This design comes from an exercise in tuning for small area on the open sky130 flow, not from production work. Only simulation tests tie the RTL to the original design; equivalence was not proved. In every run shown here, the design's own scripts or RTL, not TritonCTS, make the clock network. No driver is modelled on the clock port, so clock power and skew are understated where the tree is cut down; a real chip needs a root buffer or a tree. Power and IR drop assume default switching activity.

==> flow/design.v <==
module Top_Circuit(clk, rst, start, start_addr, end_addr, max_diff, busy, scl, sda_out, sda_oe, sda_in);
input clk, rst, start;
input [7:0] start_addr, end_addr;
output [7:0] max_diff;
output reg busy;
output reg scl, sda_out, sda_oe;
input sda_in;
localparam IDLE = 3'd0,   
           F0 = 3'd1,     
           F1 = 3'd2,     
           F23 = 3'd3,    
           RX = 3'd4,     
           STOP = 3'd5,   
           STOPF = 3'd6,  
           DONE = 3'd7;   
reg [2:0] sg;
reg [5:0] c;
reg wp;                   
reg [7:0] sr, ia, mn, mx;
reg [7:0] diff, ia_inc;
reg [5:0] c_inc;
reg lte, sr_le_y, cy;
wire [7:0] y = c[1] ? mx : mn;
integer k;
always @* begin
	cy = 1'b1;
	for (k = 0; k < 8; k = k + 1) begin
		diff[k] = mx[k] ^ ~mn[k] ^ cy;
		cy = (mx[k] & ~mn[k]) | (cy & (mx[k] ^ ~mn[k]));
	end
	cy = 1'b1;
	for (k = 0; k < 8; k = k + 1) begin
		ia_inc[k] = ia[k] ^ cy;
		cy = cy & ia[k];
	end
	cy = 1'b1;
	for (k = 0; k < 6; k = k + 1) begin
		c_inc[k] = c[k] ^ cy;
		cy = cy & c[k];
	end
	lte = 1'b1; sr_le_y = ~c[1];
	for (k = 0; k < 8; k = k + 1) begin
		lte = (~ia[k] & end_addr[k]) | (~ia[k] & lte) | (end_addr[k] & lte);
		sr_le_y = (~sr[k] & y[k]) | (~sr[k] & sr_le_y) | (y[k] & sr_le_y);
	end
end
assign max_diff = wp ? diff : 8'd0;
wire [2:0] kb = c[4:2];
wire devbit = (kb == 3'd0) || (kb == 3'd2) || (kb == 3'd6) || (kb == 3'd7 && sg == F23);
reg busy_c;
always @* begin
	scl = 1'b1; sda_oe = 1'b1; sda_out = 1'b1;
	busy_c = 1'b1;
	case (sg)
		IDLE, DONE: busy_c = 1'b0;
		F0, F1, F23: begin
			if (!c[5]) begin
				scl = c[1];
				sda_out = (sg == F1) ? (wp | sr[7]) : (sg == F23 && wp) ? sr[7] : devbit;
			end else if (c[4]) begin
				sda_out = (c < 6'd62);
			end else begin
				sda_oe = 1'b0;
				scl = (c[2:0] == 3'd3) || (c[2:0] == 3'd4) || (sg == F23 && !wp && c[2:0] == 3'd5);
			end
		end
		RX: begin
			if (c[5]) begin
				if (!c[2] && !c[0]) begin scl = 1'b0; sda_oe = 1'b0; end
			end else if (c[4:2] == 3'b111) begin scl = !c[0]; sda_out = 1'b0; end
			else begin scl = 1'b0; sda_oe = 1'b0; end
		end
		STOP, STOPF: begin
			if (c[1:0] == 2'b00) sda_out = 1'b0;
			if (c[1:0] == 2'b10) scl = 1'b0;
			if (c[2] && c[0]) busy_c = (sg != STOPF);
		end
	endcase
end
wire rx_shift = (sg == RX) && !c[0];
wire tx_shift = (sg == F1 || sg == F23) && (c[1:0] == 2'b11);
always @(posedge clk) begin
	busy <= busy_c;
	if (sg == IDLE) wp <= 1'b0;
	else if (sg == RX && c[5] && c[2] && c[0]) wp <= 1'b1;
	if (sg == IDLE) sr <= start_addr;
	else if (sg == F1 && wp) sr <= diff;
	else if (rx_shift || tx_shift) sr <= {sr[6:0], sda_in};
	if (sg == F0 && c[5:3] == 3'b110) ia <= start_addr;
	if (sg == IDLE) begin
		mn <= 8'hFF; mx <= 8'h00;
	end else if (sg == RX && c == 6'd17 && lte) begin
		ia <= ia_inc;
		if (sr_le_y) mn <= sr;
	end else if (sg == RX && c == 6'd18 && !sr_le_y) mx <= sr;
	c <= c_inc;
	case (sg)
		IDLE: c <= 6'd55;
		F0: if (c[5:4] == 2'b10 && c[2:0] == 3'b110) c <= 6'd0;
		F1: if (!wp && c[5:4] == 2'b10 && c[2:0] == 3'b110) c <= 6'd61;
		    else if (wp && c[5:4] == 2'b10 && c[2:0] == 3'b111) c <= 6'd0;
		F23: if (c[5:4] == 2'b10 && c[2:0] == 3'b110) c <= wp ? 6'd0 : 6'd1;
		RX: begin
			if (c == 6'd17 && !lte) c <= 6'd50;
			if (!c[5] && c[4:2] == 3'b111 && c[0]) c <= 6'd0;
			if (c[5] && c[2] && c[1]) c <= 6'd0;
		end
		STOP: if (c[2] && c[0]) c <= 6'd61;
		default: ;
	endcase
	if (rst) begin
		sg <= IDLE;
	end else begin
		case (sg)
			IDLE: if (start) sg <= F0;
			F0: if (c[5:4] == 2'b10 && c[2:0] == 3'b110) sg <= F1;
			F1: if ((!wp && c[5:4] == 2'b10 && c[2:0] == 3'b110) || (wp && c[5:4] == 2'b10 && c[2:0] == 3'b111)) sg <= F23;
			F23: if (c[5:4] == 2'b10 && c[2:0] == 3'b110) sg <= wp ? STOPF : RX;
			RX: if (c[5] && c[2] && c[1]) sg <= STOP;
			STOP: if (c[2] && c[0]) sg <= F0;
			STOPF: if (c[2] && c[0]) sg <= DONE;
			default: ;
		endcase
	end
end
endmodule
==> flow/flow/run.sh <==
#!/bin/bash
# The standard ORFS layout (standard.sh) with changes that only affect which cells are
# chosen and how the clock is distributed:
#  - synthesis maps logic with an area-oriented abc script (flow/area.abc) and leaves adders
#    as plain gates for abc (no half/full adder cells); registers are untouched;
#  - port buffers use the smallest buffer cell;
#  - the clock port drives three (four if needed for slew) leaf clock buffers, one per register cluster
#    (flow/manual_cts.tcl), instead of a root buffer and four leaves.
set -euo pipefail
here=$PWD
export BUFFER_PORTS_ARGS="-buffer_cell sky130_fd_sc_hd__buf_1"
export ADDER_MAP_FILE=
export AREA_ABC_SCRIPT=$here/flow/area.abc
export FLOW_SYNTH_TCL=$here/synth_recipe.tcl
export PRE_CTS_TCL=$here/flow/manual_cts.tcl
export MANUAL_CLK_K=3
export MANUAL_CLK_MAX_SLEW=0.105
export MANUAL_CLKBUF=sky130_fd_sc_hd__clkbuf_8
sed "s|SYNTH_SCRIPT=[^ ]*|SYNTH_SCRIPT=$here/flow/synth_area.tcl|" standard.sh > standard_area_synth.sh
bash standard_area_synth.sh synth > synth_flow.log 2>&1
bash standard.sh > standard_flow.log 2>&1
==> flow/flow/area.abc <==
strash; ifraig; scorr; dc2; dc2; dch -f; amap; strash; dc2; dch -f; amap; strash; dch -f; amap; topo
==> flow/flow/manual_clk.tcl <==
# Clock distribution for a small design (run before CTS, see manual_cts.tcl): the clock port
# drives K leaf clock buffers (K <= 4), each driving one cluster of clock sinks; clusters by
# k-means on the sink locations, each buffer placed at its cluster's centre. K starts at
# MANUAL_CLK_K and grows (up to 4) while the estimated worst clock-pin slew is above
# MANUAL_CLK_MAX_SLEW (ns).
proc manual_clk_build { K } {
  set block [ord::get_db_block]
  set clknet [[$block findBTerm clk] getNet]
  set master [[ord::get_db] findMaster $::env(MANUAL_CLKBUF)]
  set its {}
  foreach it [$clknet getITerms] {
    set bb [[$it getInst] getBBox]
    lappend its [list $it [expr {([$bb xMin] + [$bb xMax]) / 2.0}] [expr {([$bb yMin] + [$bb yMax]) / 2.0}]]
  }
  set its [lsort -real -index 1 $its]
  set n [llength $its]
  set cs {}
  for {set k 0} {$k < $K} {incr k} {
    set e [lindex $its [expr {int(($k + 0.5) * $n / $K)}]]
    lappend cs [list [lindex $e 1] [lindex $e 2]]
  }
  for {set iter 0} {$iter < 50} {incr iter} {
    set asg {}
    foreach e $its {
      set best 0; set bd 1e30
      for {set k 0} {$k < $K} {incr k} {
        set c [lindex $cs $k]
        set d [expr {abs([lindex $e 1] - [lindex $c 0]) + abs([lindex $e 2] - [lindex $c 1])}]
        if {$d < $bd} { set bd $d; set best $k }
      }
      lappend asg $best
    }
    set ncs {}
    for {set k 0} {$k < $K} {incr k} {
      set sx 0; set sy 0; set m 0
      foreach e $its a $asg {
        if {$a == $k} { set sx [expr {$sx + [lindex $e 1]}]; set sy [expr {$sy + [lindex $e 2]}]; incr m }
      }
      if {$m > 0} { lappend ncs [list [expr {$sx / $m}] [expr {$sy / $m}]] } else { lappend ncs [lindex $cs $k] }
    }
    set cs $ncs
  }
  set made {}
  for {set k 0} {$k < $K} {incr k} {
    set inst [odb::dbInst_create $block $master clkbuf_leaf_$k]
    set net [odb::dbNet_create $block clknet_leaf_$k]
    $net setSigType CLOCK
    [$inst findITerm A] connect $clknet
    [$inst findITerm X] connect $net
    set m 0
    foreach e $its a $asg {
      if {$a == $k} { set it [lindex $e 0]; $it disconnect; $it connect $net; incr m }
    }
    set c [lindex $cs $k]
    $inst setLocation [expr {int([lindex $c 0])}] [expr {int([lindex $c 1])}]
    $inst setPlacementStatus PLACED
    lappend made [list $inst $net $m]
  }
  return $made
}

proc manual_clk_undo { made } {
  set block [ord::get_db_block]
  set clknet [[$block findBTerm clk] getNet]
  foreach e $made {
    lassign $e inst net m
    foreach it [$net getITerms] { if {[$it getInst] ne $inst} { $it disconnect; $it connect $clknet } }
    odb::dbInst_destroy $inst
    odb::dbNet_destroy $net
  }
}

proc manual_clk_worst_slew { } {
  estimate_parasitics -placement
  set worst 0
  foreach pin [get_pins -hierarchical */CLK] {
    set s [get_property $pin slew_max]
    if {$s > $worst} { set worst $s }
  }
  return $worst
}

set K $::env(MANUAL_CLK_K)
while 1 {
  set made [manual_clk_build $K]
  set_propagated_clock [all_clocks]
  set w [manual_clk_worst_slew]
  puts "manual clock tree: $K leaf buffers ($::env(MANUAL_CLKBUF)), sinks [lmap e $made {lindex $e 2}], estimated worst clock-pin slew $w ns"
  if {$w <= $::env(MANUAL_CLK_MAX_SLEW) || $K >= 4} { break }
  manual_clk_undo $made
  incr K
}
==> flow/flow/manual_cts.tcl <==
# PRE_CTS_TCL hook: the design has only a few dozen registers, so instead of TritonCTS's
# H-tree (a root buffer and four leaf buffers) the clock port drives a few leaf buffers
# directly, one per cluster of registers. The rest of ORFS's cts step (legalisation, timing
# repair) runs as usual.
source [file join [file dirname [info script]] manual_clk.tcl]
set_propagated_clock [all_clocks]
proc clock_tree_synthesis { args } {
  puts "clock tree: built by flow/manual_clk.tcl, TritonCTS not run"
}
==> flow/flow/synth_area.tcl <==
# The standard synthesis (synth_recipe.tcl, sourced unchanged below) with one change:
# abc maps the logic with an area-oriented script (flow/area.abc) instead of ORFS's
# abc_speed/abc_area script. Registers are untouched by abc, so their names and cells stay
# those of the standard synthesis.
proc abc {args} {
  set i [lsearch -exact $args -script]
  if { $i >= 0 } { lset args [expr { $i + 1 }] $::env(AREA_ABC_SCRIPT) }
  yosys abc {*}$args
}
source $::env(FLOW_SYNTH_TCL)
==> flow/standard.sh <==
#!/bin/bash
# synth_recipe.tcl (not shown) runs the flow's synth.tcl, then flattens the netlist and writes it again
# the make line also repeats each setting of config.mk as NAME=value (left out here)
make -C /OpenROAD-flow-scripts/flow DESIGN_CONFIG=/design/flow/config.mk WORK_HOME=/design/flow/orfs CLKGATE_MAP_FILE= SYNTH_SCRIPT=/design/flow/synth_recipe.tcl "${@:-finish}"
==> flow/config.mk <==
export PLATFORM = sky130hd
export DESIGN_NAME = Top_Circuit
export DESIGN_NICKNAME = Top_Circuit
export VERILOG_FILES = /design/flow/design.v
export SDC_FILE = /design/flow/constraint.sdc
export NUM_CORES = 4
export LEC_CHECK = 0
export CAP_MARGIN = 0
export CORE_MARGIN = 2
export CORE_UTILIZATION = 40
export GPL_TIMING_DRIVEN = 0
export PLACE_DENSITY = 0.6
export SLEW_MARGIN = 0
==> flow/constraint.sdc <==
create_clock -name core_clock -period 5.0 [get_ports {clk}]
set_input_delay 1.0000 -clock core_clock [delete_from_list [all_inputs] [get_ports {clk}]]
set_output_delay 1.0000 -clock core_clock [all_outputs]
set_load 0.01 [all_outputs]
==> results of run 1 <==
[flip-flops by register name (all words and copies together) (netlist names)]
name	count
mn	8
wp	1
sg	3
sr	8
c	6
busy	1
mx	8
ia	8
[logic make-up (layout without fill, tap and decap cells)]
logic type / count (synthesis) / after routing
AO/OA/AOI/OAI: 124 / 124
flip-flops: 43 / 43
buffers and inverters: 55 / 90
AND/OR/NAND/NOR: 124 / 124
[metrics by stage]
stage | worst slack [ns] | cell area (µm²) | utilization | hold slack, ns
2_1_floorplan | 1.133 | 2507 | - | 0.4554
3_3_place_gp | -0.2278 | 2718 | 0.4536 | 0.4740
3_5_place_dp | -0.2206 | 2720 | 0.4541 | 0.4789
4_1_cts | 0.5167 | 2781 | 0.4643 | 0.4953
5_1_grt | 0.1207 | 2781 | 0.4643 | 0.5092
6_report | 0.4306 | 2781 | 0.4643 | 0.4959
[final cells by class]
type	count	area, µm²
well taps	75	93.84
flip-flops and latches	43	940.9
inverters	55	206.4
repair buffers	31	116.4
fillers	622	3209
plain buffers	4	55.05
multi-input cells	248	1369
[cells in the final DEF (no fill, tap or decap), drive strengths merged, types with 7 or more instances in the layout]
cell type	netlist	layout
a22oi	12	12
nand3	7	7
o221ai	17	17
nor3	11	11
edfxtp	8	8
a221oi	9	9
a21oi	16	16
nand2	33	33
clkinv	55	55
o22ai	18	18
dfxtp	35	35
nor2	61	61
buf	0	31
o21ai	29	29
[power by group through the flow]
stage / combinational, mW / sequential (mW) / clock, mW
floorplan: 0.688 / 0.576 / 0
global placement: 0.912 / 0.603 / 0
detailed placement: 0.902 / 0.603 / 0
CTS: 0.906 / 0.597 / 0.170
global route: 1.03 / 0.615 / 0.180
finish: 0.915 / 0.598 / 0.165
[layer usage]
metal	track usage	vias up
li1	-	1353
met1	0.2839	1227
met2	0.3336	86
met3	0.01392	8
met4	0.01490	0
met5	0	-
[worst min-delay path, cell delays in order (launching register included)]
cell and delay, ns:
dfxtp_1 0.32, clkinv_1 0.06, a221oi_1 0.06
[worst max path at each step]
stage                     start     to  slack, ns  depth (start not counted)
floorplan           end_addr[1]  mn[5]       1.13                         13
global placement    end_addr[1]  mn[5]      -0.23                         14
detailed placement  end_addr[1]  mn[5]      -0.22                         14
CTS                 end_addr[1]  mn[5]       0.52                         14
global route        end_addr[1]  mn[6]       0.12                         13
finish              end_addr[1]  mn[5]       0.43                         14
[timing repair]
item | 4_1_cts | 5_1_grt
endpoints found under the setup margin | 8 | 0
gates resized for setup | 1 | 0
setup buffers | 0 | 0
==> results.json, run 1 <==
{
  "min_period_ns": 4.569,
  "crit_buf_inv": 3,
  "leakagePower_nw": 0.9238,
  "outcome": "timing/DRC/antenna clean",
  "synth_cells": 346,
  "async_reset_ff_frac": 0,
  "arrival_ns": 4.59,
  "worstSetupEndpointType": "register",
  "cts.hold.buffers_added": 0,
  "io-pin-count": 32,
  "rr_startpoint": "c[4]",
  "setup_viol": 0,
  "drv_slew": 0,
  "worstPathRequired_ns": 5.02,
  "p_sw_mw": 0.7975,
  "worst_slew_pin_slew_ns": 0.9969,
  "p_comb_frac": 0.545,
  "post-place-cells": 452,
  "fmax_mhz": 218.8,
  "powerDensity_nw_per_um2": 603.5,
  "r2r_setup_slack_ns": 0.78,
  "ant_nets": 0,
  "cp_top_family": "simple AND/OR/NAND/NOR gates",
  "muxShareOfSynthArea": 0,
  "synth_top_cell_area_share": 0.2794,
  "swShare": 0.4751,
  "synth-main-ff-cell": "dfxtp_1",
  "synth_compound_area_frac": 0.3353,
  "grt-ovfl-total": 0,
  "syn_avg_cell_area_um2": 7.247,
  "num_vias": 2674,
  "met1_length_mm": 3.228,
  "startpoint_type": "primary input",
  "grt_pass1_vias": 2431,
  "gp_congestion": 0.9185,
  "die_w_um": 83.18,
  "setup_tns_ns": 0,
  "grt_antenna_before_repair": 0,
  "clkLatencyLatePin_ns": 0.14,
  "synth_xor_area_frac": 0,
  "die_h_um": 83.18,
  "worstSetupPathType": "in -> reg",
  "ys_seq_area_frac": 0.3752,
  "grt_use_total": 0.1958,
  "synth_fa_ha_area_frac": 0,
  "drc": 0,
  "ys_seq_elements": 43,
  "critical-path-slowest-cell": "nor4_2",
  "synth_commonest_cells": "nor2_1, clkinv_1, dfxtp_1, nand2_1, o21ai_0",
  "skew_ns": 0.009954,
  "worst-r2r-cell-count": 10,
  "fin_crit_sh": 0.9139,
  "stdcell_count": 456,
  "clkTransAtPathRegs_ns": 0.07,
  "grt_pass1_wl_mm": 11.68,
  "hold_path_depth": 2,
  "antenna_cells": 0,
  "hold_viol_final": 0,
  "synthSimpleGateAreaFrac": 0.2071,
  "yosys.cell_count.top_type": "nor2_1",
  "synthTopCellsByArea": "dfxtp_1, edfxtp_1, nor2_1",
  "mappedNetlistArea_um2": 2507,
  "synth_edf_count": 8,
  "crit_fanout": 9,
  "max_stage_delay_ns": 0.70,
  "slew_headroom": 0.3347,
  "portBuffers": 31,
  "initial_core_util": 0.4185,
  "power_frac_clock": 0.098,
  "avgViaCountPerCell": 5.864,
  "drt_iter0_drc": 161,
  "wl_per_cell_um": 15.06,
  "num_rows": 28,
  "synth_area_leader_cell": "dfxtp_1",
  "nets": 403,
  "p_int_mw": 0.8810,
  "min_path_type": "reg -> reg",
  "r2r_end": "mn[5]",
  "dp_hpwl_mm": 5.185,
  "syn2layout_area_growth_pct": 10.93,
  "core_area_um2": 5991,
  "wl_met2_mm": 3.142,
  "ir_drop_uv": 330.5,
  "yosys.cell_types.count": 34,
  "dieArea_um2": 6918,
  "cap_violations": 0,
  "synth.net_count": 366,
  "wl_met3_um": 432,
  "power.share.sequential": 0.357,
  "drive_above_1_share": 0.01575,
  "dr.pass1.iters": 4,
  "top_layer_used": "met4",
  "rsz0062_at_grt": "no",
  "crit_chain": "buf_1 > nor2_1 > o221ai_1 > o211ai_1 > o221ai_1 > a31oi_1 > nor3_1 > a21oi_1 > nor4_2 > clkinv_1 > nor2_1 > clkinv_1 > o22ai_1 > nand2_1",
  "hold_end": "mx[0]",
  "grt_max_degree": 22,
  "totalPowerFinal_mw": 1.679,
  "wl_mm": 6.867,
  "ys_warn_count": 1,
  "hold_start": "mx[0]",
  "synth_top_family_by_area": "compound AO/OA/AOI/OAI gates"
}
==> inputs of run 2 (changes only) <==
==> flow/flow/area.abc (replaced) <==
strash; ifraig; scorr; dc2; dc2; dch -f; amap; strash; &get -n; &st; &synch2; &put; dch -f; amap; strash; dch -f; amap; topo
==> results.json, run 2 <==
{
  "synthSimpleGateAreaFrac": 0.2041,
  "layout_commonest_cell": "nor2_1",
  "clkLatencyLatePin_ns": 0.16,
  "min_path_type": "reg -> reg",
  "clkTransAtPathRegs_ns": 0.07,
  "arrival_ns": 3.20,
  "min_period_ns": 4.202,
  "hold_viol_final": 0,
  "muxShareOfSynthArea": 0,
  "grt-ovfl-total": 0,
  "powerDensity_nw_per_um2": 602.4,
  "synth_edf_count": 8,
  "syn_avg_cell_area_um2": 7.317,
  "worstSetupEndpointType": "primary output",
  "wl_mm": 7.251,
  "grt_max_degree": 19,
  "cap_violations": 0,
  "yosys.cell_count.top_type": "nor2_1",
  "synth_cells": 336,
  "avgViaCountPerCell": 5.944,
  "core_area_um2": 5921,
  "synth_area_leader_cell": "dfxtp_1",
  "yosys.cell_types.count": 32,
  "synth-main-ff-cell": "dfxtp_1",
  "ys_seq_area_frac": 0.3827,
  "final_area_um2": 2738,
  "startpoint_type": "register",
  "stdcell_count": 447,
  "num_vias": 2657,
  "wl_per_cell_um": 16.22,
  "grt_pass1_vias": 2347,
  "worstPathRequired_ns": 4.00,
  "worstSetupPathType": "reg -> out",
  "num-fill-cells": 608,
  "cts_resized": 0,
  "synth.net_count": 356,
  "setup_viol": 0,
  "worst-r2r-cell-count": 11,
  "drc": 0,
  "drive_above_1_share": 0.01882,
  "syn2layout_area_growth_pct": 11.35,
  "io-pin-count": 32,
  "outcome": "timing/DRC/antenna clean",
  "grt_pass1_wl_mm": 11.46,
  "placed_area_um2": 2686,
  "ys_warn_count": 1,
  "mappedNetlistArea_um2": 2459,
  "portBuffers": 31,
  "synth_compound_area_frac": 0.3318,
  "cts_setup_buffers": 0,
  "slew_headroom": 0.4517,
  "crit_fanout": 10,
  "die_h_um": 82.40,
  "grt_antenna_before_repair": 0,
  "post-place-cells": 443,
  "synth_top_family_by_area": "compound AO/OA/AOI/OAI gates",
  "fmax_mhz": 238.0,
  "dp_hpwl_mm": 5.285,
  "leakagePower_nw": 0.8963,
  "die_w_um": 82.40,
  "skew_ns": 0.02343,
  "setup_slack_ns": 0.7979,
  "initial_core_util": 0.4153,
  "setup_tns_ns": 0,
  "synthTopCellsByArea": "dfxtp_1, nor2_1, edfxtp_1",
  "antenna_cells": 0,
  "synth_xor_area_frac": 0.003562,
  "dr.pass1.iters": 5,
  "fin_crit_sh": 0.8404,
  "drv_slew": 0,
  "synth_fa_ha_area_frac": 0,
  "num_rows": 28,
  "drt_iter0_drc": 239,
  "gp_congestion": 0.9173,
  "place_ws_ns": 0.4033,
  "synth_top_cell_area_share": 0.2850,
  "dieArea_um2": 6790,
  "ys_seq_elements": 43,
  "rsz0062_at_grt": "no",
  "ant_nets": 0,
  "worst_slew_pin_slew_ns": 0.8150,
  "cts.hold.buffers_added": 0,
  "nets": 394,
  "final_cell_mix": "nor2_1, clkinv_1, dfxtp_1, buf_1, nand2_1",
  "hold_slack_ns": 0.4741,
  "hold_path_depth": 2,
  "synth_commonest_cells": "nor2_1, clkinv_1, dfxtp_1, nand2_1, o21ai_0",
  "async_reset_ff_frac": 0,
  "grt_use_total": 0.2118,
  "ir_drop_uv": 266.9
}
run 2: stage by stage:
| stage | util | power, mW |
|---|---|---|
| floorplan | - | 1.199 |
| finish | 0.4624 | 1.649 |
| CTS | 0.4607 | 1.632 |
| global placement | 0.4508 | 1.467 |
| detailed placement | 0.4537 | 1.485 |
| global route | 0.4624 | 1.774 |
run 2: where the power goes:
part           switching [mW]  total, mW  internal, mW
Combinational           0.602      0.898         0.296
Sequential              0.114      0.605         0.492
Clock                  0.0906      0.146        0.0555
Total                   0.806       1.65         0.844
run 2: metal layers:
| metal | part of all wire | track usage | routed length [µm] | up-vias |
|---|---|---|---|---|
| li1 | - | - | - | 1316 |
| met1 | 0.46 | 0.2912 | 3308 | 1244 |
| met2 | 0.47 | 0.3685 | 3435 | 88 |
| met3 | 0.053 | 0.01413 | 381 | 9 |
| met4 | 0.017 | 0.03500 | 125 | 0 |
| met5 | 0 | 0 | 0 | - |
run 2: path summary, 6_finish.rpt:
kind         start      end  slack (ns)
max          sg[1]  sda_out        0.80
min          mx[7]    mx[7]        0.47
max reg2reg   c[1]    mx[6]        0.81
min reg2reg  mx[7]    mx[7]        0.47
run 2: cell type report:
| class | count | area [µm²] | area share |
|---|---|---|---|
| Multi-Input combinational cell | 242 | 1334 | 0.4872 |
| Timing Repair Buffer | 33 | 136.4 | 0.04982 |
| Buffer | 3 | 41.29 | 0.01508 |
| Inverter | 51 | 191.4 | 0.06993 |
| Sequential cell | 43 | 940.9 | 0.3437 |
| Tap cell | 75 | 93.84 | 0.03428 |
run 2: logic make-up (layout without fill, tap and decap cells):
family,after synthesis,in the layout
AO/OA/AOI/OAI,119,119
XOR/XNOR,1,1
flip-flops,43,43
buffers and inverters,51,87
AND/OR/NAND/NOR,122,122
run 2: critical path, cell delays in order (launching register included):
cell and delay [ns]:
dfxtp_1 0.48, clkinv_1 0.25, nor2_1 0.27, clkinv_1 0.19
nor2_1 0.65, clkinv_1 0.21, o21ai_0 0.16, nor3_1 0.08
or3_1 0.38, a32o_1 0.27, buf_1 0.13
==> inputs of run 3 (changes only) <==
==> flow/flow/area.abc (replaced) <==
strash; &get -n; &deepsyn -T 30; &put; dch -f; amap; strash; &get -n; &deepsyn -T 30; &put; dch -f; amap; topo
--- a/flow/flow/manual_clk.tcl
+++ b/flow/flow/manual_clk.tcl
@@ -1,6 +1,6 @@
 # Clock distribution for a small design (run before CTS, see manual_cts.tcl): the clock port
 # drives K leaf clock buffers (K <= 4), each driving one cluster of clock sinks; clusters by
-# k-means on the sink locations, each buffer placed at its cluster's centre. K starts at
+# balanced k-means on the sink locations, each buffer placed at its cluster's centre. K starts at
 # MANUAL_CLK_K and grows (up to 4) while the estimated worst clock-pin slew is above
 # MANUAL_CLK_MAX_SLEW (ns).
 proc manual_clk_build { K } {
@@ -20,15 +20,26 @@
     lappend cs [list [lindex $e 1] [lindex $e 2]]
   }
   for {set iter 0} {$iter < 50} {incr iter} {
-    set asg {}
+    # assign sinks to the nearest centre with room left (at most ceil(n/K) per cluster),
+    # closest pairs first, so the clusters stay balanced
+    set cap [expr {($n + $K - 1) / $K}]
+    set pairs {}
+    set i 0
     foreach e $its {
-      set best 0; set bd 1e30
       for {set k 0} {$k < $K} {incr k} {
         set c [lindex $cs $k]
-        set d [expr {abs([lindex $e 1] - [lindex $c 0]) + abs([lindex $e 2] - [lindex $c 1])}]
-        if {$d < $bd} { set bd $d; set best $k }
+        lappend pairs [list [expr {abs([lindex $e 1] - [lindex $c 0]) + abs([lindex $e 2] - [lindex $c 1])}] $i $k]
       }
-      lappend asg $best
+      incr i
+    }
+    set asg [lrepeat $n -1]
+    set cnt [lrepeat $K 0]
+    foreach p [lsort -real -index 0 $pairs] {
+      lassign $p d i k
+      if {[lindex $asg $i] < 0 && [lindex $cnt $k] < $cap} {
+        lset asg $i $k
+        lset cnt $k [expr {[lindex $cnt $k] + 1}]
+      }
     }
     set ncs {}
     for {set k 0} {$k < $K} {incr k} {
==> results.json, run 3 <==
{
  "grt_pass1_wl_mm": 10.17,
  "totalPowerFinal_mw": 0.9342,
  "synth_compound_area_frac": 0.3221,
  "outcome": "timing/DRC/antenna clean",
  "grt_use_total": 0.1920,
  "synth_area_leader_cell": "dfxtp_1",
  "leakagePower_nw": 0.8521,
  "ys_seq_area_frac": 0.4017,
  "synth_edf_count": 8,
  "worstPathRequired_ns": 4.00,
  "slew_headroom": 0.2522,
  "synth_top_family_by_area": "compound AO/OA/AOI/OAI gates",
  "ir_drop_uv": 187.0,
  "cts_resized": 0,
  "synth_fa_ha_area_frac": 0,
  "hold_path_depth": 2,
  "muxShareOfSynthArea": 0,
  "synth.net_count": 339,
  "grt_pass1_vias": 2127,
  "synth_cells": 319,
  "fin_crit_sh": 0.8812,
  "num_vias": 2446,
  "synth-main-ff-cell": "dfxtp_1",
  "layout_commonest_cell": "nor2_1",
  "arrival_ns": 3.41,
  "synthSimpleGateAreaFrac": 0.2025,
  "io-pin-count": 32,
  "die_h_um": 80.52,
  "hold_slack_ns": 0.5042,
  "drive_above_1_share": 0.01130,
  "drc": 0,
  "ys_warn_count": 1,
  "hold_viol_final": 0,
  "clkTransAtPathRegs_ns": 0.07,
  "grt-ovfl-total": 0,
  "dieArea_um2": 6483,
  "cts_setup_buffers": 0,
  "grt_max_degree": 16,
  "min_path_type": "reg -> reg",
  "die_w_um": 80.52,
  "portBuffers": 31,
  "gp_congestion": 0.9111,
  "ys_seq_elements": 43,
  "wl_per_cell_um": 14.53,
  "startpoint_type": "register",
  "rsz0062_at_grt": "no",
  "syn2layout_area_growth_pct": 11.16,
  "num_rows": 27,
  "antenna_cells": 0,
  "dr.pass1.iters": 4,
  "dp_hpwl_mm": 4.666,
  "yosys.cell_count.top_type": "nor2_1",
  "cap_violations": 0,
  "synthTopCellsByArea": "dfxtp_1, edfxtp_1, nor2_1",
  "core_area_um2": 5574,
  "avgViaCountPerCell": 5.742,
  "setup_tns_ns": 0,
  "synth_xor_area_frac": 0,
  "initial_core_util": 0.4202,
  "clkLatencyLatePin_ns": 0.14,
  "worst-r2r-cell-count": 13,
  "yosys.cell_types.count": 30,
  "syn_avg_cell_area_um2": 7.342,
  "fmax_mhz": 227.0,
  "nets": 376,
  "min_period_ns": 4.406,
  "ant_nets": 0,
  "crit_fanout": 15,
  "final_cell_mix": "nor2_1, clkinv_1, nand2_1, dfxtp_1, buf_1",
  "mappedNetlistArea_um2": 2342,
  "setup_viol": 0,
  "cts.hold.buffers_added": 0,
  "drt_iter0_drc": 230,
  "worst_slew_pin_slew_ns": 1.113,
  "synth_commonest_cells": "nor2_1, clkinv_1, dfxtp_1, nand2_1, o21ai_0",
  "grt_antenna_before_repair": 0,
  "drv_slew": 0,
  "wl_mm": 6.189,
  "skew_ns": 0.007535,
  "powerDensity_nw_per_um2": 358.8,
  "worstSetupPathType": "reg -> out",
  "worstSetupEndpointType": "primary output",
  "synth_top_cell_area_share": 0.2991,
  "async_reset_ff_frac": 0
}
## run 3: cell types whose count changed after synthesis, moves of 5 or more
cell      previous run  this run
clkinv_1            51        46
o22ai_1             15        24
o221ai_1            13         4
o22a_1               0         9
a211oi_1             7         1
o21ai_0             22        28
nand2_1             29        35
a22oi_1             12         1
nor2_1              67        55
## run 3: cell type report
| cell class | count | area, µm² |
|---|---|---|
| fillers | 579 | 2970 |
| plain buffers | 4 | 55.05 |
| flip-flops and latches | 43 | 940.9 |
| inverters | 46 | 172.7 |
| multi-input cells | 230 | 1229 |
| repair buffers | 31 | 116.4 |
| well taps | 72 | 90.09 |
## run 3: final timing paths
path              startpoint     to  slack [ns]
setup reg to reg        c[1]  mx[3]        1.02
hold reg to reg           wp  sg[1]        0.50
setup / recovery       sg[1]    scl        0.59
hold / removal            wp  sg[1]        0.50
## run 3: cells by family after synthesis
group / Yosys count
and+or+nand+nor: 115
buffers and inverters: 46
DFF: 43
AOI/OAI and AO/OA: 115
## run 3: worst max-delay path, cell delays in order (launching register included)
cell and delay (ns):
dfxtp_1 0.39, nor2_1 0.31, clkinv_1 0.19, nor2_1 0.84
clkinv_1 0.61, o21ai_0 0.31, a311o_1 0.22, a31oi_1 0.05
o22ai_1 0.17, buf_1 0.18
## run 3: metal layers
metal	share of wire	up-vias	track usage
met5	0	-	0
li1	-	1245	-
met4	0.0082	0	0.02712
met2	0.43	77	0.3033
met3	0.052	5	0.01011
met1	0.51	1119	0.2943
## run 3: per-stage QoR
stage	util	instance area [µm²]	worst slack, ns	cells
6_report	0.4671	2604	0.5938	426
5_1_grt	0.4671	2604	0.3105	426
4_1_cts	0.4671	2604	0.6295	426
3_5_place_dp	0.4572	2549	0.8281	422
3_3_place_gp	0.4572	2549	0.8036	422
2_1_floorplan	-	2342	1.816	319
## run 3: where the power goes
group          switching (mW)  internal (mW)
clock network          0.0915         0.0732
logic                   0.190          0.107
registers              0.0538          0.419
==> inputs of run 4 (changes only) <==
--- a/flow/design.v
+++ b/flow/design.v
@@ -89,9 +89,9 @@
 	if (sg == F0 && c[5:3] == 3'b110) ia <= start_addr;
 	if (sg == IDLE) begin
 		mn <= 8'hFF; mx <= 8'h00;
-	end else if (sg == RX && c == 6'd17 && lte) begin
+	end else if (sg == RX && c == 6'd17) begin
 		ia <= ia_inc;
-		if (sr_le_y) mn <= sr;
+		if (lte && sr_le_y) mn <= sr;
 	end else if (sg == RX && c == 6'd18 && !sr_le_y) mx <= sr;
 	c <= c_inc;
 	case (sg)
==> flow/flow/area.abc (replaced) <==
strash; dc2; dc2; dch -f; amap; strash; &get -n; &deepsyn -T 30; &put; dch -f; amap; strash; dc2; dch -f; amap; topo
==> results.json, run 4 <==
{
  "drc": 0,
  "die_h_um": 80.95,
  "p_sw_mw": 0.3150,
  "leakagePower_nw": 0.8845,
  "core_area_um2": 5816,
  "async_reset_ff_frac": 0,
  "wl_mm": 6.270,
  "rr_startpoint": "c[1]",
  "layout_commonest_cell": "nor2_1",
  "grt_antenna_before_repair": 0,
  "slew_headroom": 0.4715,
  "skew_ns": 0.01119,
  "yosys.cell_count.top_type": "nor2_1",
  "p_comb_frac": 0.306,
  "fmax_mhz": 260.2,
  "grt_pass1_vias": 2179,
  "cts_resized": 0,
  "outcome": "timing/DRC/antenna clean",
  "dp_hpwl_mm": 4.801,
  "ys_seq_elements": 43,
  "synth_cells": 321,
  "grt-ovfl-total": 0,
  "setup_tns_ns": 0,
  "hold_viol_final": 0,
  "grt_max_degree": 16,
  "crit_fanout": 14,
  "fin_crit_sh": 0.7687,
  "swShare": 0.3547,
  "setup_viol": 0,
  "synth_commonest_cells": "nor2_1, clkinv_1, nand2_1, dfxtp_1, o22ai_1",
  "ys_seq_area_frac": 0.3973,
  "final_cell_mix": "nor2_1, clkinv_1, nand2_1, dfxtp_1, buf_1",
  "clkLatencyLatePin_ns": 0.16,
  "synth-main-ff-cell": "dfxtp_1",
  "dieArea_um2": 6553,
  "synth_edf_count": 8,
  "worstSetupPathType": "reg -> out",
  "avgViaCountPerCell": 5.512,
  "drv_slew": 0,
  "worstPathRequired_ns": 4.00,
  "synth_top_cell_area_share": 0.2958,
  "cts_setup_buffers": 0,
  "syn_avg_cell_area_um2": 7.379,
  "worst_slew_pin_slew_ns": 0.7899,
  "yosys.cell_types.count": 34,
  "nets": 377,
  "portBuffers": 31,
  "power.share.sequential": 0.526,
  "rsz0062_at_grt": "no",
  "synth_area_leader_cell": "dfxtp_1",
  "worstSetupEndpointType": "primary output",
  "synthTopCellsByArea": "dfxtp_1, edfxtp_1, nor2_1",
  "ir_drop_uv": 146.7,
  "cap_violations": 0,
  "powerDensity_nw_per_um2": 339.0,
  "startpoint_type": "register",
  "p_int_mw": 0.5731,
  "min_path_type": "reg -> reg",
  "die_w_um": 80.95,
  "startpoint": "c[1]",
  "ant_nets": 0,
  "grt_use_total": 0.1982,
  "num_rows": 28,
  "drive_above_1_share": 0.008451,
  "stdcell_count": 430,
  "min_period_ns": 3.844,
  "ys_warn_count": 1,
  "post-place-cells": 427,
  "dr.pass1.iters": 4,
  "wl_per_cell_um": 14.58,
  "io-pin-count": 32,
  "arrival_ns": 2.84,
  "drt_iter0_drc": 122,
  "synth.net_count": 341,
  "power_frac_clock": 0.168,
  "mappedNetlistArea_um2": 2369,
  "num_vias": 2370,
  "syn2layout_area_growth_pct": 10.62,
  "hold_start": "ia[4]",
  "initial_core_util": 0.4073,
  "cts.hold.buffers_added": 0,
  "gp_congestion": 0.9322,
  "clkTransAtPathRegs_ns": 0.10,
  "grt_pass1_wl_mm": 10.49,
  "antenna_cells": 0
}
[run 4: cell count changes in the layout (fill, tap and decap cells not counted), sizes merged, moves of 4 or more]
cell	change
a221oi	-6
o21ai	-15
nor2	+7
nor3	-7
clkinv	+6
nand2	+4
o21a	+7
a21oi	-7
a22oi	+5
[run 4: final timing paths]
| path | cells after the start | to | slack (ns) |
|---|---|---|---|
| setup / recovery | 9 | scl | 1.16 |
| hold / removal | 2 | ia[4] | 0.48 |
| setup reg to reg | 13 | mn[0] | 1.48 |
| hold reg to reg | 2 | ia[4] | 0.48 |
[run 4: area by class of cell]
| class | count | area [µm²] |
|---|---|---|
| fillers | 624 | 3196 |
| multi-input cells | 226 | 1232 |
| flip-flops and latches | 43 | 940.9 |
| inverters | 52 | 195.2 |
| repair buffers | 31 | 116.4 |
| well taps | 75 | 93.84 |
| plain buffers | 3 | 41.29 |
[run 4: through the flow]
stage / setup slack, ns / util / power (mW) / hold slack, ns / instance area, µm²
3_3_place_gp: 1.433 / 0.4434 / 0.7410 / 0.4579 / 2579
5_1_grt: 0.9476 / 0.4505 / 0.9522 / 0.4950 / 2620
2_1_floorplan: 2.133 / - / 0.6696 / 0.4459 / 2369
6_report: 1.156 / 0.4505 / 0.8881 / 0.4846 / 2620
3_5_place_dp: 1.428 / 0.4434 / 0.7451 / 0.4661 / 2579
4_1_cts: 1.223 / 0.4505 / 0.8925 / 0.4805 / 2620
[run 4: worst max-delay path, cell delays in order, from the launching register on]
cell and delay, ns:
dfxtp_1 0.72, clkinv_1 0.54, nor2_1 0.35, nand4_1 0.17, or2_0 0.25, o21a_1 0.17
o21ai_0 0.13, nor3_1 0.08, o21a_1 0.17, buf_1 0.12
[run 4: logic make-up (layout without fill, tap and decap cells)]
logic type | Yosys count | in the layout | share of synthesized area
AO/OA/AOI/OAI | 108 | 108 | 0.3191
buffers and inverters | 52 | 86 | 0.08241
flip-flops | 43 | 43 | 0.3973
AND/OR/NAND/NOR | 118 | 118 | 0.2013
[run 4: power by group through the flow]
stage | logic, mW | registers, mW | clock network (mW)
6_report | 0.272 | 0.467 | 0.149
3_3_place_gp | 0.268 | 0.473 | 0
4_1_cts | 0.272 | 0.466 | 0.155
2_1_floorplan | 0.209 | 0.461 | 0
5_1_grt | 0.312 | 0.474 | 0.166
3_5_place_dp | 0.271 | 0.474 | 0
[run 4: layer usage]
metal  vias to the layer above  routed length (µm)  GRT usage
met5                         -                   0          0
met4                         0                 106    0.02373
met3                         8                 321    0.01000
met2                        57                2859     0.3322
met1                      1065                2982     0.2907
li1                       1240                   -          -
==> inputs of run 5 (changes only) <==
==> flow/flow/area.abc (replaced) <==
strash; dc2; dc2; dch -f; amap; strash; &get -n; &deepsyn -J 100 -T 300; &put; dch -f; amap; strash; dc2; dch -f; amap; topo
==> results.json, run 5 <==
{
  "post-route-util": 0.4635,
  "synth_commonest_cells": "nor2_1, clkinv_1, dfxtp_1, nand2_1, a21oi_1",
  "ant_nets": 0,
  "outcome": "timing/DRC/antenna clean",
  "leakagePower_nw": 0.8615,
  "min_path_type": "reg -> reg",
  "slew_headroom": 0.3336,
  "startpoint_type": "register",
  "ys_seq_elements": 43,
  "die_h_um": 80.42,
  "skew_ns": 0.007374,
  "drc": 0,
  "synth_area_leader_cell": "dfxtp_1",
  "core_area_um2": 5574,
  "worstSetupEndpointType": "register",
  "io-pin-count": 32,
  "grt-ovfl-total": 0,
  "max_stage_delay_ns": 0.79,
  "num_rows": 27,
  "antenna_cells": 0,
  "fmax_mhz": 239.2,
  "drt_iter0_drc": 156,
  "clkTransAtPathRegs_ns": 0.10,
  "cap_violations": 0,
  "clkLatencyLatePin_ns": 0.16,
  "ys_warn_count": 1,
  "num_vias": 2397,
  "grt_pass1_wl_mm": 10.11,
  "critical-path-slowest-cell": "nor4_1",
  "arrival_ns": 4.22,
  "grt_use_total": 0.1933,
  "initial_core_util": 0.4191,
  "yosys.cell_types.count": 29,
  "synth_top_cell_area_share": 0.2999,
  "synth_cells": 317,
  "gp_congestion": 0.8705,
  "layout_commonest_cell": "nor2_1",
  "drive_above_1_share": 0.008547,
  "cts_setup_buffers": 0,
  "wl_per_cell_um": 14.46,
  "hold_viol_final": 0,
  "synth.net_count": 337,
  "synth-main-ff-cell": "dfxtp_1",
  "setup_tns_ns": 0,
  "worstSetupPathType": "reg -> reg",
  "dieArea_um2": 6467,
  "min_period_ns": 4.181,
  "rsz0062_at_grt": "no",
  "avgViaCountPerCell": 5.667,
  "worst_slew_pin_slew_ns": 0.9959,
  "dp_hpwl_mm": 4.661,
  "synth_edf_count": 8,
  "yosys.cell_count.top_type": "nor2_1",
  "syn2layout_area_growth_pct": 10.61,
  "final_cell_mix": "nor2_1, clkinv_1, nand2_1, dfxtp_1, buf_1",
  "dr.pass1.iters": 5,
  "crit_fanout": 13,
  "synthTopCellsByArea": "dfxtp_1, edfxtp_1, nor2_1",
  "grt_antenna_before_repair": 0,
  "syn_avg_cell_area_um2": 7.369,
  "cts_resized": 0,
  "crit_chain": "clkinv_1 > nor2_1 > a221oi_1 > a21oi_1 > o21ai_0 > a222oi_1 > a211oi_1 > nor2_1 > a21oi_1 > nor2_1 > a21oi_1 > nor4_1 > clkinv_1 > nand2_1 > o22ai_1",
  "portBuffers": 31,
  "ir_drop_uv": 206.8,
  "grt_pass1_vias": 2058,
  "drv_slew": 0,
  "fin_crit_sh": 0.8363,
  "setup_viol": 0,
  "grt_max_degree": 16,
  "die_w_um": 80.42,
  "powerDensity_nw_per_um2": 384.5,
  "nets": 373,
  "worstPathRequired_ns": 5.04,
  "ys_seq_area_frac": 0.4028,
  "mappedNetlistArea_um2": 2336,
  "cts.hold.buffers_added": 0,
  "async_reset_ff_frac": 0,
  "wl_mm": 6.118
}
run 5: stage by stage:
step	instances	hold WS [ns]	cell area, µm²	power [mW]	setup slack (ns)
detailed placement	420	0.4724	2542	0.8470	0.9331
CTS	423	0.4866	2584	0.9933	0.9078
global route	423	0.5111	2584	1.072	0.4791
finish	423	0.4818	2584	0.9935	0.8187
global placement	420	0.4579	2542	0.8450	0.8285
floorplan	317	0.4504	2336	0.7527	1.957
run 5: layout make-up:
class	instances	area, µm²
buffer	3	41.29
fill	608	2990
inverter	52	195.2
multi-input combinational	222	1200
sequential	43	940.9
tap	72	90.09
timing repair buffer	31	116.4
run 5: cell families after synthesis:
group / share of synthesized area
flops: 0.4028
buf+inv: 0.08356
compound gates: 0.3267
simple gates: 0.1869
run 5: final timing paths:
kind                             from     to  slack, ns  cells past startpoint
worst max register to register   c[1]  mx[2]       0.82                     15
worst min-delay path            ia[0]  ia[0]       0.48                      2
worst min register to register  ia[0]  ia[0]       0.48                      2
worst max-delay path             c[1]  mx[2]       0.82                     15
run 5: report_power, final:
| part | internal, mW | switching (mW) | total [mW] |
|---|---|---|---|
| registers | 0.428 | 0.0708 | 0.499 |
| clock network | 0.0556 | 0.0946 | 0.150 |
| logic | 0.126 | 0.219 | 0.345 |
run 5: metal layers:
layer,GRT usage,routed length [µm],vias to the layer above
li1,-,-,1228
met2,0.3167,2700,60
met1,0.2918,3020,1105
met4,0.01186,43,0
met3,0.01236,353,4
met5,0,0,-
run 5: worst max-delay path, delay by kind of cell, from the launching register on:
kind	cells	cell delay, ns
compound gates	8	0.85
buf+inv	2	0.98
flops	1	0.68
simple gates	5	1.55

separate check: timing with driven ports:
The flow's constraints put no driver on any port. The routed layouts listed below were extracted and timed again, unchanged, in two steps. Step 1, drivers: a clkbuf_16 drives clk and a buf_2 each remaining input, both assumed. Step 2 times the ports against the registers' clock, not the clock port: input delays grow and output delays shrink by t, the midpoint of the rising clock arrivals with the driver on. Slacks: ideal / step 1 / step 2; pairs: ideal / step 1.
| run | shift t [ns] | setup WS [ns] | clock arrival spread, ns | slew at the worst register clock pin (ns) | worst data-port slew with drivers (ns) |
|---|---|---|---|---|---|
| run 1 | 0.199 | 0.431 / 0.470 / 0.271 | 0.009 / 0.010 | 0.08 / 0.08 | 0.03 |
| run 2 | 0.202 | 0.798 / 0.744 / 0.810 | 0.024 / 0.024 | 0.10 / 0.10 | 0.03 |
| run 3 | 0.189 | 0.594 / 0.541 / 0.729 | 0.007 / 0.007 | 0.08 / 0.08 | 0.04 |
| run 4 | 0.202 | 1.156 / 1.107 / 1.308 | 0.012 / 0.011 | 0.10 / 0.10 | 0.04 |
| run 5 | 0.199 | 0.819 / 0.819 / 0.819 | 0.008 / 0.008 | 0.10 / 0.10 | 0.03 |
After both steps every run listed still meets setup and hold. For run 1, which loses most, drivers alone change the setup slack by +0.039 ns; drivers and shift together by -0.160 ns.
